This design comes from an exercise in tuning for a short achievable clock period and few clock cycles on the open sky130 flow, not from production work. At most, simulation tests tie the RTL to the original design; equivalence was not proved. Power figures rest on the tool's default switching activity, not on a simulated workload.

== rev 12 ==
==> flow/design.v (excerpt) <==
module PipelineCPU(
  input clk, rst,
  output [8:0] imem_addr,
  input [31:0] imem_data,
  output [8:0] dmem_addr,
  output [31:0] dmem_wdata,
  output dmem_we,
  input [31:0] dmem_rdata
);
clock: 6.5 ns
lec_check: 0
cap_margin: 20
core_margin: 2
core_utilization: 40
setup_slack_margin: 4.3
slew_margin: 20
run.sh (not shown) runs the stock make flow with config.mk's settings and CLKGATE_MAP_FILE= SYNTH_SCRIPT=/design/flow/synth_recipe.tcl, a recipe that flattens the netlist after the stock synthesis.
Edits applied to the flow inputs when going from rev 12 to rev 13:
diff --git a/flow/design.v b/flow/design.v
--- a/flow/design.v
+++ b/flow/design.v
@@ -103,50 +103,58 @@
   reg [31:0] mem_wd;
   reg [8:0] mem_tgt;
   reg wb_wr;
   reg [4:0] wb_dest;
   reg [31:0] wb_val;
   wire [15:0] wb_hi = wb_val[31:16];
   reg [15:0] wb2_hi;
-  wire mem_taken, ex_zero;
+  wire ex_zero;
+  reg wb_taken;
+  reg [8:0] wb_tgt;
   wire [8:0] pc1, btgt, pm1;
   wire pc1_co, btgt_co, pm1_co;
   ALU #(.W(9)) inc(.a(pc), .b(9'd0), .ci(1'b1), .y(pc1), .co(pc1_co));
   ALU #(.W(9)) badd(.a(pc), .b(ins[8:0]), .ci(1'b1), .y(btgt), .co(btgt_co));
   ALU #(.W(9)) dec(.a(pc), .b(9'h1ff), .ci(1'b0), .y(pm1), .co(pm1_co));
   wire [4:0] bz_reg = (rt == 5'd0) ? rs : rt;
   wire bz = beq_cond & ((rt == 5'd0) | (rs == 5'd0)) & ex_alu & ~f_any &
             (bz_reg == ex_dest);
   wire bz_taken = bz & ex_zero;
-  reg fv [0:31];
-  reg [3:0] ftag [0:31];
-  reg [8:0] fsucc [0:31];
-  wire fhit = fv[pc[4:0]] & (ftag[pc[4:0]] == pc[8:5]);
-  wire [8:0] seqn = fhit ? fsucc[pc[4:0]] : pc1;
+  reg fv [0:15];
+  reg [4:0] ftag [0:15];
+  reg [8:0] fsucc [0:15];
+  wire fhit = fv[pc[3:0]] & (ftag[pc[3:0]] == pc[8:4]);
+  wire [8:0] seqn = fhit ? fsucc[pc[3:0]] : pc1;
   wire [8:0] succ = d_j ? ins[8:0] : beq_same ? btgt : pc1;
+  reg fu;
+  reg [8:0] fu_key;
+  always @(posedge clk) begin
+    fu <= ~rst & ~wb_taken & ~d_j & ~(beq_same | bz_taken) & fhit;
+    fu_key <= pc;
+  end
   reg fw;
   reg [8:0] fw_key, fw_succ;
   always @(posedge clk) begin
     fw <= ~rst & skippable;
-    fw_key <= pm1;
+    fw_key <= fu ? fu_key : pm1;
     fw_succ <= succ;
   end
   integer k;
   always @(posedge clk) begin
     if (rst) begin
-      for (k = 0; k < 32; k = k + 1) fv[k] <= 1'b0;
+      for (k = 0; k < 16; k = k + 1) fv[k] <= 1'b0;
     end else if (fw) begin
-      fv[fw_key[4:0]] <= 1'b1;
-      ftag[fw_key[4:0]] <= fw_key[8:5];
-      fsucc[fw_key[4:0]] <= fw_succ;
+      fv[fw_key[3:0]] <= 1'b1;
+      ftag[fw_key[3:0]] <= fw_key[8:4];
+      fsucc[fw_key[3:0]] <= fw_succ;
     end
   end
   always @(posedge clk) begin
     if (rst) pc <= 9'd0;
-    else if (mem_taken) pc <= mem_tgt;
+    else if (wb_taken) pc <= wb_tgt;
     else if (d_j) pc <= ins[8:0];
     else if (beq_same | bz_taken) pc <= btgt;
     else pc <= seqn;
   end
   wire mem_wr = mem_alu | mem_ld;
   wire [15:0] ahi = mem_fa ? wb_hi : mem_fa2 ? wb2_hi : mem_ahi;
   wire [15:0] bhi = mem_fb ? wb_hi : mem_fb2 ? wb2_hi : mem_bhi;
@@ -155,15 +163,15 @@
   ALU #(.W(16)) alu_hi(.a(ahi), .b(bhi), .ci(mem_c16), .y(yhi), .co(co_hi));
   wire [31:0] mem_val = mem_ld ? dmem_rdata : {yhi, mem_ylo};
   wire [31:0] op_a = (wb_wr & (rs == wb_dest)) ? wb_val : rf_a;
   wire [31:0] op_b = (wb_wr & (rt == wb_dest)) ? wb_val : rf_b;
   wire ex_wr = ex_alu | ex_ld;
   wire use_b = d_add | d_beq;
   always @(posedge clk) begin
-    if (rst | mem_taken) begin
+    if (rst | wb_taken) begin
       ex_alu <= 1'b0;
       ex_ld <= 1'b0;
       ex_st <= 1'b0;
       ex_br <= 1'b0;
     end else begin
       ex_alu <= wr_alu;
       ex_ld <= wr_ld;
@@ -190,15 +198,15 @@
   wire [15:0] blo = f_bm ? mem_ylo : f_bl ? dmem_rdata[15:0] : f_bw ? wb_val[15:0] : ex_bs[15:0];
   wire [15:0] ylo;
   wire c16;
   ALU #(.W(16)) alu_lo(.a(alo), .b(blo), .ci(1'b0), .y(ylo), .co(c16));
   assign ex_zero = ((ex_a ^ ex_bs) == {ex_a[30:0] | ex_bs[30:0], 1'b0});
   wire [31:0] sd = f_sm ? mem_val : f_sw ? wb_val : ex_sd;
   always @(posedge clk) begin
-    if (rst | mem_taken) begin
+    if (rst | wb_taken) begin
       mem_alu <= 1'b0;
       mem_ld <= 1'b0;
       mem_st <= 1'b0;
       mem_br <= 1'b0;
     end else begin
       mem_alu <= ex_alu;
       mem_ld <= ex_ld;
@@ -216,18 +224,20 @@
     mem_fb2 <= f_bw;
     mem_eqlo <= (alo == blo);
     mem_wd <= sd;
     mem_tgt <= ex_tgt;
   end
   assign dmem_addr = mem_ylo[10:2];
   assign dmem_wdata = mem_wd;
-  assign dmem_we = mem_st;
-  assign mem_taken = mem_br & mem_eqlo & (ahi == bhi);
-  always @(posedge clk) begin
-    wb_wr <= ~rst & mem_wr;
+  assign dmem_we = mem_st & ~wb_taken;
+  wire br_taken = mem_br & mem_eqlo & (ahi == bhi);
+  always @(posedge clk) begin
+    wb_wr <= ~rst & mem_wr & ~wb_taken;
+    wb_taken <= ~rst & br_taken & ~wb_taken;
+    wb_tgt <= mem_tgt;
     wb_dest <= mem_dest;
     wb_val <= mem_val;
     wb2_hi <= wb_hi;
   end
   RegFile reg_file(.clk(clk), .rst(rst), .we(wb_wr), .wa(wb_dest), .wd(wb_val),
                    .ra0(rs), .ra1(rt), .rd0(rf_a), .rd1(rf_b));
 endmodule
[summary]
- Between rev 13 and rev 12, the difference in parity-gate share of the synthesized area counting xor and xnor cells is negligible.
- Fraction of layout cells with a size suffix above 1 for rev 13: 0.90 points up relative to rev 12
- Comparing rev 12 with rev 13, the worst hold slack came out essentially unchanged.
- Total power divided by cell area, rev 13 vs rev 12: down slightly
- Looking at final area across rev 13 and rev 12, the one that comes out lower is rev 13.
- The routed length on met1 number comes out higher for rev 12 vs rev 13.
Testbench counts of rev 13, summed over its fixed seeds: cycles 62,604.
For rev 12, only the layout was checked, not whether the RTL still works.

[re-timing with driven ports]
The flow's constraints put no driver on any port. The routed layouts listed below were extracted and timed again, unchanged, in two steps. Step 1 assumes that a clkbuf_16 drives the clock port and a buf_2 every other input. Step 2, shift: input delay + t, output delay - t, t = (earliest + latest rising clock arrival at the registers) / 2. This alone moves slack from input paths to output paths. a / b / c = no drivers / after step 1 / after step 2; a / b = the first two.
| run | shift t [ns] | slack for setup (ns) | worst hold slack (ns) |
|---|---|---|---|
| rev 12 | 0.947 | 3.409 / 3.178 / 2.231 | 0.322 / 0.322 / 0.322 |
| rev 13 | 0.913 | 3.394 / 3.216 / 2.302 | 0.319 / 0.319 / 0.319 |
After both steps every run listed still meets setup and hold. The setup slack of rev 12, which loses most, moves by -0.231 ns with the drivers and by -1.178 ns with both steps.
